Background: an optimization exercise with open tools, aiming at a short achievable clock period and few clock cycles. Do not read the settings as production practice. RTL that was checked went through simulation tests only; none was proved equivalent to the original. No activity file was given, so power comes from the tool's default toggle rates.

==> v31 <==
Design cpu_8b, start of the top module:
module cpu_8b(
    input wire clk,
    input wire rst,
    output wire halt,
    output wire mem_we,
    output wire [7:0] mem_addr,
    output wire [7:0] mem_wdata,
    input wire [7:0] mem_rdata
);
clock: 5.0 ns
lec_check: 0
cap_margin: 20
core_margin: 2
core_utilization: 40
setup_slack_margin: 3.3
slew_margin: 20
synth_hierarchical: 1
tns_end_percent: 100
run.sh (not shown) runs the stock make flow with config.mk's settings and CLKGATE_MAP_FILE= SYNTH_SCRIPT=/design/flow/synth_recipe.tcl, a recipe that flattens the netlist after the stock synthesis.
==> inputs of v8, as changes to v31 <==
--- a/flow/design.v
+++ b/flow/design.v
@@ -266,16 +266,15 @@
     reg jf;               
     assign halt = halted;
     assign mem_we = we;
     assign mem_addr = aq;
     assign mem_wdata = wdata;
     reg [16:0] dv;
     wire [16:0] dv_ib, dv_rd;
-    reg [16:0] dvb;       
-    assign dv_ib = dvb;
+    cpu_dec dec_ib(.i(ib), .d(dv_ib));
     cpu_dec dec_rd(.i(mem_rdata), .d(dv_rd));
     wire [3:0] off = ir[3:0];
     wire is_add = dv[0];
     wire is_and = dv[1];
     wire is_not = dv[2];
     wire is_alu = dv[3];
     wire is_ld = dv[4];
@@ -289,18 +288,18 @@
     wire o0 = dv[12];
     wire o1 = dv[13];
     wire o2 = dv[14];
     wire o3 = dv[15];
     wire x32 = dv[16];
     wire zf = (res == 8'd0);
     wire taken = is_jmp | (is_jz & zf);
-    wire irv_e = irv;
-    wire ibv_e = ibv;
-    wire rki_e = rki;
-    wire kill = ex & taken;
+    reg fl;
+    wire irv_e = irv & ~fl;
+    wire ibv_e = ibv & ~fl;
+    wire rki_e = rki & ~fl;
     reg stall_r;
     wire stall = stall_r;
     wire ex, exq, exr;
     cpu_ex ex0(.v(irv_e), .halted(halted), .stall(stall), .ex(ex));
     cpu_ex ex1(.v(irv_e), .halted(halted), .stall(stall), .ex(exq));
     cpu_ex ex2(.v(irv_e), .halted(halted), .stall(stall), .ex(exr));
     wire [7:0] va = la ? mem_rdata : ra;
@@ -335,16 +334,16 @@
             addoff = {lo[4] ? b[7:4] + 4'd1 : b[7:4], lo[3:0]};
         end
     endfunction
     wire [7:0] ea = addoff(ipc1, off);
     wire [7:0] ta = addoff(ra, off);
     wire [7:0] tb = addoff(rb, off);
     wire [7:0] tgt = ir[4] ? tb : ta;
-    reg fi;
-    wire [7:0] fpv = jf ? aq + 8'd1 : (fi ? fp + 8'd1 : fp);
+    wire [7:0] fpv = jf ? aq + 8'd1 : fp;
+    wire [7:0] fp1 = fpv + 8'd1;
     wire n1 = ibv_e | rki_e | pki;
     wire n2 = (ibv_e & rki_e) | (ibv_e & pki) | (rki_e & pki);
     wire n3 = ibv_e & rki_e & pki;
     wire stf = is_st & (o0 | (o1 & n1) | (o2 & n2) | (o3 & n3));
     wire ldf = is_ld & ((o0 & ~n1) | (o1 & n1 & ~n2) | (o2 & n2 & ~n3) | (o3 & n3));
     wire dib = (stf & ibv_e & o0);
     wire drd = (stf & rki_e & (o0 | (o1 & ibv_e)));
@@ -382,79 +381,75 @@
             halted <= 1'b0;
             ir <= 8'd0;
             dv <= 17'd0;
             irv <= 1'b0;
             ipc <= 8'd0;
             ipc1 <= 8'd1;
             ib <= 8'd0;
-            dvb <= 17'd0;
             ibv <= 1'b0;
             aq <= 8'd0;
             we <= 1'b0;
             wdata <= 8'd0;
             pki <= 1'b0;
             pa <= 1'b0;
             pb <= 1'b0;
             rki <= 1'b1;
             la <= 1'b0;
             lb <= 1'b0;
             rpc <= 8'd0;
             fp <= 8'd1;
             jf <= 1'b0;
-            fi <= 1'b0;
+            fl <= 1'b0;
             stall_r <= 1'b0;
         end else begin
             stall_r <= n_stall;
             ra <= n_ra;
             rb <= n_rb;
             res <= n_res;
             if ((ex & is_halt) | early_halt) halted <= 1'b1;
-            irv <= (exq ? (e1_1 | e2_1) : (irv_e | ibv_e | rki_e)) & ~kill;
-            ibv <= (exq ? (e1_1 & e2_1) : nibv0) & ~kill;
+            irv <= exq ? (e1_1 | e2_1) : (irv_e | ibv_e | rki_e);
+            ibv <= exq ? (e1_1 & e2_1) : nibv0;
             if (take) begin
                 if (src_ib) begin
                     ir <= ib;
                     dv <= dv_ib;
                     ipc <= ipc1;
                     ipc1 <= ipc1 + 8'd1;
                 end else begin
                     ir <= mem_rdata;
                     dv <= dv_rd;
                     ipc <= rpc;
                     ipc1 <= rpc + 8'd1;
                 end
             end
-            if (~hold_ib) begin
-                ib <= mem_rdata;
-                dvb <= dv_rd;
-            end
-            rki <= (ex ? fin1 : fin0) & ~kill;
+            if (~hold_ib) ib <= mem_rdata;
+            rki <= ex ? fin1 : fin0;
             la <= pa & ~(ex & is_alu & ~ir[4]);
             lb <= pb & ~(ex & is_alu & ir[4]);
             rpc <= aq;
             we <= ex & is_st;
             pa <= ex & is_ld & ~ir[4];
             pb <= ex & is_ld & ir[4];
             wdata <= r4;
             jf <= 1'b0;
-            fi <= 1'b0;
+            fl <= ex & taken;
             fp <= fpv;
             if (ex & (is_ld | is_st)) begin
                 aq <= ea;
                 pki <= is_ld ? ldf : stf;
                 if (is_ld ? ldf : stf) jf <= 1'b1;
             end else if (ex & taken) begin
                 aq <= tgt;
                 pki <= 1'b1;
                 jf <= 1'b1;
             end else begin
                 aq <= fpv;
                 if (ex ? room1 : (room0 & ~over0)) begin
                     pki <= 1'b1;
-                    fi <= 1'b1;
+                    fp <= fp1;
                 end else begin
                     pki <= 1'b0;
                     if (~ex & over0) fp <= rpc;
                 end
             end
         end
     end
==> inputs of v24, as changes to v31 <==
--- a/flow/design.v
+++ b/flow/design.v
@@ -266,16 +266,15 @@
     reg jf;               
     assign halt = halted;
     assign mem_we = we;
     assign mem_addr = aq;
     assign mem_wdata = wdata;
     reg [16:0] dv;
     wire [16:0] dv_ib, dv_rd;
-    reg [16:0] dvb;       
-    assign dv_ib = dvb;
+    cpu_dec dec_ib(.i(ib), .d(dv_ib));
     cpu_dec dec_rd(.i(mem_rdata), .d(dv_rd));
     wire [3:0] off = ir[3:0];
     wire is_add = dv[0];
     wire is_and = dv[1];
     wire is_not = dv[2];
     wire is_alu = dv[3];
     wire is_ld = dv[4];
@@ -289,62 +288,43 @@
     wire o0 = dv[12];
     wire o1 = dv[13];
     wire o2 = dv[14];
     wire o3 = dv[15];
     wire x32 = dv[16];
     wire zf = (res == 8'd0);
     wire taken = is_jmp | (is_jz & zf);
-    wire irv_e = irv;
-    wire ibv_e = ibv;
-    wire rki_e = rki;
-    wire kill = ex & taken;
-    reg stall_r;
-    wire stall = stall_r;
-    wire ex, exq, exr;
-    cpu_ex ex0(.v(irv_e), .halted(halted), .stall(stall), .ex(ex));
-    cpu_ex ex1(.v(irv_e), .halted(halted), .stall(stall), .ex(exq));
-    cpu_ex ex2(.v(irv_e), .halted(halted), .stall(stall), .ex(exr));
+    reg fl;
+    wire irv_e = irv & ~fl;
+    wire ibv_e = ibv & ~fl;
+    wire rki_e = rki & ~fl;
+    wire stall = (pa & reads_a) | (pb & reads_b) |
+                 (((la & reads_a) | (lb & reads_b)) & ~fwd_ok);
+    wire ex = irv_e & ~halted & ~stall;
     wire [7:0] va = la ? mem_rdata : ra;
     wire [7:0] vb = lb ? mem_rdata : rb;
+    wire [7:0] s3 = ir[3] ? vb : va;
+    wire [7:0] s2 = ir[2] ? vb : va;
     wire [7:0] r4 = ir[4] ? vb : va;
     wire fwd = (la & reads_a) | (lb & reads_b);
-    wire [7:0] ab;
-    cpu_add add(.a(ra), .b(rb), .s(ab));
-    wire [7:0] s3n = ir[3] ? rb : ra;
-    wire [7:0] yadd = x32 ? 8'h00 : {s3n[6:0], 1'b0};
-    wire [7:0] yand = x32 ? (ra & rb) : s3n;
-    wire [7:0] yn = is_add ? yadd : (is_and ? yand : ~s3n);
-    wire [7:0] m = ~x32 ? 8'hff : (lb ? ra : rb);
-    wire [7:0] rd = mem_rdata;
-    wire [7:0] yfw = ({8{is_add}} & {rd[6:0], 1'b0}) | ({8{is_and}} & rd & m) |
-                     ({8{is_not}} & ~rd);
-    wire [7:0] y = fwd ? yfw : yn;
-    wire gsum = exr & is_add & x32 & ~fwd & ~rst;
-    wire wra = exr & is_alu & ~ir[4];
-    wire wrb = exr & is_alu & ir[4];
-    wire [7:0] qa = rst ? 8'h00 : (wra ? y : (la ? mem_rdata : ra));
-    wire [7:0] qb = rst ? 8'h00 : (wrb ? y : (lb ? mem_rdata : rb));
-    wire [7:0] qr = rst ? 8'h01 : ((exr & is_alu) ? y : res);
-    wire [7:0] n_ra, n_rb, n_res;
-    cpu_or_and fa_(.g(gsum & ~ir[4]), .a(ab), .r(qa), .d(n_ra));
-    cpu_or_and fb_(.g(gsum & ir[4]), .a(ab), .r(qb), .d(n_rb));
-    cpu_or_and fr_(.g(gsum), .a(ab), .r(qr), .d(n_res));
+    wire [7:0] sum = fwd ? {s3[6:0], 1'b0} : (x32 ? ra + rb :
+                                             (ir[3] ? {rb[6:0], 1'b0} : {ra[6:0], 1'b0}));
+    wire [7:0] y = is_add ? sum : (is_and ? (s3 & s2) : ~s3);
     function [7:0] addoff(input [7:0] b, input [3:0] o);
         reg [4:0] lo;
         begin
             lo = {1'b0, b[3:0]} + {1'b0, o};
             addoff = {lo[4] ? b[7:4] + 4'd1 : b[7:4], lo[3:0]};
         end
     endfunction
     wire [7:0] ea = addoff(ipc1, off);
     wire [7:0] ta = addoff(ra, off);
     wire [7:0] tb = addoff(rb, off);
     wire [7:0] tgt = ir[4] ? tb : ta;
-    reg fi;
-    wire [7:0] fpv = jf ? aq + 8'd1 : (fi ? fp + 8'd1 : fp);
+    wire [7:0] fpv = jf ? aq + 8'd1 : fp;
+    wire [7:0] fp1 = fpv + 8'd1;
     wire n1 = ibv_e | rki_e | pki;
     wire n2 = (ibv_e & rki_e) | (ibv_e & pki) | (rki_e & pki);
     wire n3 = ibv_e & rki_e & pki;
     wire stf = is_st & (o0 | (o1 & n1) | (o2 & n2) | (o3 & n3));
     wire ldf = is_ld & ((o0 & ~n1) | (o1 & n1 & ~n2) | (o2 & n2 & ~n3) | (o3 & n3));
     wire dib = (stf & ibv_e & o0);
     wire drd = (stf & rki_e & (o0 | (o1 & ibv_e)));
@@ -353,108 +333,108 @@
     wire e2_1 = rki_e & ~drd;
     wire fin1 = pki & ~dfl;
     wire room1 = ~(e1_1 & e2_1 & fin1);
     wire over0 = irv_e & ibv_e & rki_e;
     wire fin0 = pki & ~over0;
     wire nibv0 = (irv_e & (ibv_e | rki_e)) | (ibv_e & rki_e);
     wire room0 = ~((irv_e | ibv_e | rki_e) & nibv0 & fin0);
-    wire take = exq | ~irv_e;
-    wire src_ib = ibv_e & ~dib;
-    wire hold_ib = ibv_e & ~exq;
-    function stl(input pa_, pb_, la_, lb_, rda, rdb, fo);
-        stl = ((pa_ | (la_ & ~fo)) & rda) | ((pb_ | (lb_ & ~fo)) & rdb);
-    endfunction
-    wire pa1 = is_ld & ~ir[4];
-    wire pb1 = is_ld & ir[4];
-    wire la1 = pa & ~(is_alu & ~ir[4]);
-    wire lb1 = pb & ~(is_alu & ir[4]);
-    wire s1_ib = stl(pa1, pb1, la1, lb1, dv_ib[9], dv_ib[10], dv_ib[11]);
-    wire s1_rd = stl(pa1, pb1, la1, lb1, dv_rd[9], dv_rd[10], dv_rd[11]);
-    wire s0_ir = stl(1'b0, 1'b0, pa, pb, reads_a, reads_b, fwd_ok);
-    wire s0_rd = stl(1'b0, 1'b0, pa, pb, dv_rd[9], dv_rd[10], dv_rd[11]);
-    wire n_stall = exq ? (src_ib ? s1_ib : s1_rd) : (irv_e ? s0_ir : s0_rd);
     wire nx_halt = ibv_e ? (ib[7:5] == 3'd7) : (rki_e & (mem_rdata[7:5] == 3'd7));
     wire early_halt = nx_halt & (ibv_e | rki_e) & (~irv_e | (ex & ~is_st & ~taken));
     always @(posedge clk) begin
         if (rst) begin
-            ra <= n_ra;
-            rb <= n_rb;
-            res <= n_res;
+            ra <= 8'd0;
+            rb <= 8'd0;
+            res <= 8'd1;
             halted <= 1'b0;
             ir <= 8'd0;
             dv <= 17'd0;
             irv <= 1'b0;
             ipc <= 8'd0;
             ipc1 <= 8'd1;
             ib <= 8'd0;
-            dvb <= 17'd0;
             ibv <= 1'b0;
             aq <= 8'd0;
             we <= 1'b0;
             wdata <= 8'd0;
             pki <= 1'b0;
             pa <= 1'b0;
             pb <= 1'b0;
             rki <= 1'b1;
             la <= 1'b0;
             lb <= 1'b0;
             rpc <= 8'd0;
             fp <= 8'd1;
             jf <= 1'b0;
-            fi <= 1'b0;
-            stall_r <= 1'b0;
+            fl <= 1'b0;
         end else begin
-            stall_r <= n_stall;
-            ra <= n_ra;
-            rb <= n_rb;
-            res <= n_res;
+            if (la & ~(ex & is_alu & ~ir[4])) ra <= mem_rdata;
+            if (lb & ~(ex & is_alu & ir[4])) rb <= mem_rdata;
+            if (ex & is_alu) begin
+                if (ir[4]) rb <= y;
+                else ra <= y;
+                res <= y;
+            end
             if ((ex & is_halt) | early_halt) halted <= 1'b1;
-            irv <= (exq ? (e1_1 | e2_1) : (irv_e | ibv_e | rki_e)) & ~kill;
-            ibv <= (exq ? (e1_1 & e2_1) : nibv0) & ~kill;
-            if (take) begin
-                if (src_ib) begin
+            if (ex) begin
+                irv <= e1_1 | e2_1;
+                ibv <= e1_1 & e2_1;
+                if (e1_1) begin
                     ir <= ib;
                     dv <= dv_ib;
                     ipc <= ipc1;
                     ipc1 <= ipc1 + 8'd1;
+                    ib <= mem_rdata;
+                end else begin
+                    ir <= mem_rdata;
+                    dv <= dv_rd;
+                    ipc <= rpc;
+                    ipc1 <= rpc + 8'd1;
+                end
+            end else begin
+                irv <= irv_e | ibv_e | rki_e;
+                ibv <= nibv0;
+                if (irv_e) begin
+                    if (~ibv_e) ib <= mem_rdata;
+                end else if (ibv_e) begin
+                    ir <= ib;
+                    dv <= dv_ib;
+                    ipc <= ipc1;
+                    ipc1 <= ipc1 + 8'd1;
+                    ib <= mem_rdata;
                 end else begin
                     ir <= mem_rdata;
                     dv <= dv_rd;
                     ipc <= rpc;
                     ipc1 <= rpc + 8'd1;
                 end
             end
-            if (~hold_ib) begin
-                ib <= mem_rdata;
-                dvb <= dv_rd;
-            end
-            rki <= (ex ? fin1 : fin0) & ~kill;
+            rki <= ex ? fin1 : fin0;
             la <= pa & ~(ex & is_alu & ~ir[4]);
             lb <= pb & ~(ex & is_alu & ir[4]);
             rpc <= aq;
             we <= ex & is_st;
             pa <= ex & is_ld & ~ir[4];
             pb <= ex & is_ld & ir[4];
             wdata <= r4;
             jf <= 1'b0;
-            fi <= 1'b0;
+            fl <= ex & taken;
             fp <= fpv;
             if (ex & (is_ld | is_st)) begin
                 aq <= ea;
                 pki <= is_ld ? ldf : stf;
                 if (is_ld ? ldf : stf) jf <= 1'b1;
             end else if (ex & taken) begin
                 aq <= tgt;
                 pki <= 1'b1;
                 jf <= 1'b1;
             end else begin
                 aq <= fpv;
                 if (ex ? room1 : (room0 & ~over0)) begin
                     pki <= 1'b1;
-                    fi <= 1'b1;
+                    fp <= fp1;
                 end else begin
                     pki <= 1'b0;
                     if (~ex & over0) fp <= rpc;
                 end
             end
         end
     end
@@ -484,26 +464,7 @@
     assign d[11] = is_and | is_not | (op == 3'd4) | (is_add & (i[3] == i[2]));
     assign d[12] = (i[3:0] == 4'd0);
     assign d[13] = (i[3:0] == 4'd1);
     assign d[14] = (i[3:0] == 4'd2);
     assign d[15] = (i[3:0] == 4'd3);
     assign d[16] = i[3] ^ i[2];
 endmodule
-module cpu_add(
-    input wire [7:0] a, b,
-    output wire [7:0] s
-);
-    assign s = a + b;
-endmodule
-module cpu_or_and(
-    input wire g,
-    input wire [7:0] a, r,
-    output wire [7:0] d
-);
-    assign d = ({8{g}} & a) | r;
-endmodule
-module cpu_ex(
-    input wire v, halted, stall,
-    output wire ex
-);
-    assign ex = v & ~halted & ~stall;
-endmodule
Settings changed: SYNTH_HIERARCHICAL 1 to default.
==> inputs of v27, as changes to v31 <==
--- a/flow/design.v
+++ b/flow/design.v
@@ -264,17 +264,17 @@
     reg [7:0] rpc;
     reg [7:0] fp;         
     reg jf;               
     assign halt = halted;
     assign mem_we = we;
     assign mem_addr = aq;
     assign mem_wdata = wdata;
-    reg [16:0] dv;
-    wire [16:0] dv_ib, dv_rd;
-    reg [16:0] dvb;       
+    reg [18:0] dv;
+    wire [18:0] dv_ib, dv_rd;
+    reg [18:0] dvb;       
     assign dv_ib = dvb;
     cpu_dec dec_rd(.i(mem_rdata), .d(dv_rd));
     wire [3:0] off = ir[3:0];
     wire is_add = dv[0];
     wire is_and = dv[1];
     wire is_not = dv[2];
     wire is_alu = dv[3];
@@ -356,41 +356,46 @@
     wire over0 = irv_e & ibv_e & rki_e;
     wire fin0 = pki & ~over0;
     wire nibv0 = (irv_e & (ibv_e | rki_e)) | (ibv_e & rki_e);
     wire room0 = ~((irv_e | ibv_e | rki_e) & nibv0 & fin0);
     wire take = exq | ~irv_e;
     wire src_ib = ibv_e & ~dib;
     wire hold_ib = ibv_e & ~exq;
-    function stl(input pa_, pb_, la_, lb_, rda, rdb, fo);
-        stl = ((pa_ | (la_ & ~fo)) & rda) | ((pb_ | (lb_ & ~fo)) & rdb);
+    function stl(input pa_, pb_, la_, lb_, rda, rdb, nfa, nfb);
+        stl = (pa_ & rda) | (pb_ & rdb) | (la_ & nfa) | (lb_ & nfb);
     endfunction
     wire pa1 = is_ld & ~ir[4];
     wire pb1 = is_ld & ir[4];
     wire la1 = pa & ~(is_alu & ~ir[4]);
     wire lb1 = pb & ~(is_alu & ir[4]);
-    wire s1_ib = stl(pa1, pb1, la1, lb1, dv_ib[9], dv_ib[10], dv_ib[11]);
-    wire s1_rd = stl(pa1, pb1, la1, lb1, dv_rd[9], dv_rd[10], dv_rd[11]);
-    wire s0_ir = stl(1'b0, 1'b0, pa, pb, reads_a, reads_b, fwd_ok);
-    wire s0_rd = stl(1'b0, 1'b0, pa, pb, dv_rd[9], dv_rd[10], dv_rd[11]);
-    wire n_stall = exq ? (src_ib ? s1_ib : s1_rd) : (irv_e ? s0_ir : s0_rd);
+    wire use_rd = exq ? ~src_ib : ~irv_e;
+    wire xpa = exq & pa1;
+    wire xpb = exq & pb1;
+    wire xla = exq ? la1 : pa;
+    wire xlb = exq ? lb1 : pb;
+    wire s_rd;
+    cpu_srd srd(.i(mem_rdata), .pa(xpa), .pb(xpb), .la(xla), .lb(xlb), .s(s_rd));
+    wire s1_ib = stl(pa1, pb1, la1, lb1, dv_ib[9], dv_ib[10], dv_ib[17], dv_ib[18]);
+    wire s0_ir = stl(1'b0, 1'b0, pa, pb, reads_a, reads_b, dv[17], dv[18]);
+    wire n_stall = use_rd ? s_rd : (exq ? s1_ib : s0_ir);
     wire nx_halt = ibv_e ? (ib[7:5] == 3'd7) : (rki_e & (mem_rdata[7:5] == 3'd7));
     wire early_halt = nx_halt & (ibv_e | rki_e) & (~irv_e | (ex & ~is_st & ~taken));
     always @(posedge clk) begin
         if (rst) begin
             ra <= n_ra;
             rb <= n_rb;
             res <= n_res;
             halted <= 1'b0;
             ir <= 8'd0;
-            dv <= 17'd0;
+            dv <= 19'd0;
             irv <= 1'b0;
             ipc <= 8'd0;
             ipc1 <= 8'd1;
             ib <= 8'd0;
-            dvb <= 17'd0;
+            dvb <= 19'd0;
             ibv <= 1'b0;
             aq <= 8'd0;
             we <= 1'b0;
             wdata <= 8'd0;
             pki <= 1'b0;
             pa <= 1'b0;
             pb <= 1'b0;
@@ -457,15 +462,15 @@
                 end
             end
         end
     end
 endmodule
 module cpu_dec(
     input wire [7:0] i,
-    output wire [16:0] d
+    output wire [18:0] d
 );
     wire [2:0] op = i[7:5];
     wire is_add = (op == 3'd0);
     wire is_and = (op == 3'd1);
     wire is_not = (op == 3'd2);
     wire is_alu = is_add | is_and | is_not;
     wire rd2 = is_add | is_and;
@@ -483,14 +488,16 @@
     assign d[10] = (is_alu & i[3]) | (rd2 & i[2]) | (rd4 & i[4]);
     assign d[11] = is_and | is_not | (op == 3'd4) | (is_add & (i[3] == i[2]));
     assign d[12] = (i[3:0] == 4'd0);
     assign d[13] = (i[3:0] == 4'd1);
     assign d[14] = (i[3:0] == 4'd2);
     assign d[15] = (i[3:0] == 4'd3);
     assign d[16] = i[3] ^ i[2];
+    assign d[17] = d[9] & ~d[11];
+    assign d[18] = d[10] & ~d[11];
 endmodule
 module cpu_add(
     input wire [7:0] a, b,
     output wire [7:0] s
 );
     assign s = a + b;
 endmodule
@@ -503,7 +510,22 @@
 endmodule
 module cpu_ex(
     input wire v, halted, stall,
     output wire ex
 );
     assign ex = v & ~halted & ~stall;
 endmodule
+module cpu_srd(
+    input wire [7:0] i,
+    input wire pa, pb, la, lb,
+    output wire s
+);
+    wire [2:0] op = i[7:5];
+    wire is_add = (op == 3'd0);
+    wire is_alu = (op == 3'd0) | (op == 3'd1) | (op == 3'd2);
+    wire rd2 = (op == 3'd0) | (op == 3'd1);
+    wire rd4 = (op == 3'd4) | (op == 3'd5) | (op == 3'd6);
+    wire ra_ = (is_alu & ~i[3]) | (rd2 & ~i[2]) | (rd4 & ~i[4]);
+    wire rb_ = (is_alu & i[3]) | (rd2 & i[2]) | (rd4 & i[4]);
+    wire nf = (is_add & (i[3] != i[2])) | (op == 3'd5) | (op == 3'd6);
+    assign s = (pa & ra_) | (pb & rb_) | (la & ra_ & nf) | (lb & rb_ & nf);
+endmodule
Settings changed: CORE_UTILIZATION 40 to 55.
==> run notes <==
item                                                                                     v24                       v31                        v8                      v27
Final Instance Area                                                                11000 µm²                 10900 µm²                 10300 µm²                11600 µm²
Flop-to-flop setup slack                                                             2.66 ns                   2.86 ns                   2.82 ns                  2.80 ns
Count of plain and timing-repair buffers in the layout                                   195                       150                       148                      176
Most numerous cell in the Yosys netlist                             sky130_fd_sc_hd__dfxtp_1  sky130_fd_sc_hd__nand2_1  sky130_fd_sc_hd__nand2_1                        -
Die Outline Area                                                                   18800 µm²                 21000 µm²                 20100 µm²                15600 µm²
Cells after DPL                                                                         1071                      1239                      1163                     1155
Type of origin of the critical path                                                flip-flop                 input pin                 flip-flop                flip-flop
End point of the critical path                                          ipc1[6]$_SDFFE_PP0P_        stall_r$_SDFF_PP0_          fp[5]$_SDFF_PP0_       stall_r$_SDFF_PP0_
HP Start                                                                 res[4]$_SDFFE_PP0P_       dvb[6]$_SDFFE_PP0N_        dv[8]$_SDFFE_PP0P_      dvb[8]$_SDFFE_PP0N_
Global-route met3 utilization                                                         0.0552                    0.0497                    0.0580                   0.0739
H-tree lvl count                                                                           3                         4                         3                        4
Post-route fraction of the period consumed by the critical path                        0.469                     0.453                     0.436                    0.440
Comb group                                                                           1.68 mW                   1.35 mW                   1.70 mW                  2.15 mW
Part of the Yosys area used for sequential elements                                    0.296                     0.312                     0.282                        -
Clock slew seen by the registers of the worst setup and hold paths                   0.09 ns                   0.06 ns                   0.08 ns                  0.06 ns
Net count reported at finish                                                            1071                      1158                      1103                     1184
Area share of the largest cell type after synthesis                                    0.296                     0.312                     0.282                        -
Leakage                                                                              4.22 nW                   4.36 nW                   3.94 nW                  4.74 nW
Global-route wire length before repair                                               39.6 mm                   42.4 mm                   41.7 mm                  43.6 mm
Net count of the mapped netlist                                                          919                      1059                      1011                     1054
Number of multi-input combinational cells in the layout                                  693                       802                       763                      801
DR WL met2                                                                           13.4 mm                   13.2 mm                   12.8 mm                  14.6 mm
Final Util                                                                             0.632                     0.561                     0.553                    0.811
Clock group total power                                                               764 µW                   1.30 mW                    764 µW                  1.29 mW
Run status                                                           complete, no violations   complete, no violations   complete, no violations  complete, no violations
Testbench counts of v27, summed over its fixed seeds: cycles 36,310.
For v31, v8 and v24, only the layout was checked, not whether the RTL still works.

==> static timing again, ports no longer ideal <==
Ports are ideal in the flow. The routed layouts listed here were re-timed in OpenROAD.
Step 1 (the two cells are an assumption about what drives the block):
set clk [get_ports {clk}]
set_driving_cell -lib_cell sky130_fd_sc_hd__clkbuf_16 $clk
set_driving_cell -lib_cell sky130_fd_sc_hd__buf_2 [delete_from_list [all_inputs] $clk]
Step 2 also shifts input and output timing later by t, the mid clock arrival at the registers, as if the neighbouring blocks saw the same clock.
Three values: ideal ports, drivers, drivers and shift; two values: the first two.
run	t, ns	setup WS [ns]	worst slew at a driven data input, ns	cell pins on the clock port's net
v31	0.478	2.734 / 2.730 / 2.252	0.07	1
v8	0.400	2.818 / 2.818 / 2.555	0.06	1
v24	0.406	2.656 / 2.656 / 2.522	0.06	1
v27	0.481	2.800 / 2.800 / 2.435	0.14	1
After both steps setup and hold are still met in every run listed. The setup slack of v31, which loses most, moves by -0.004 ns with the drivers and by -0.482 ns with both steps.
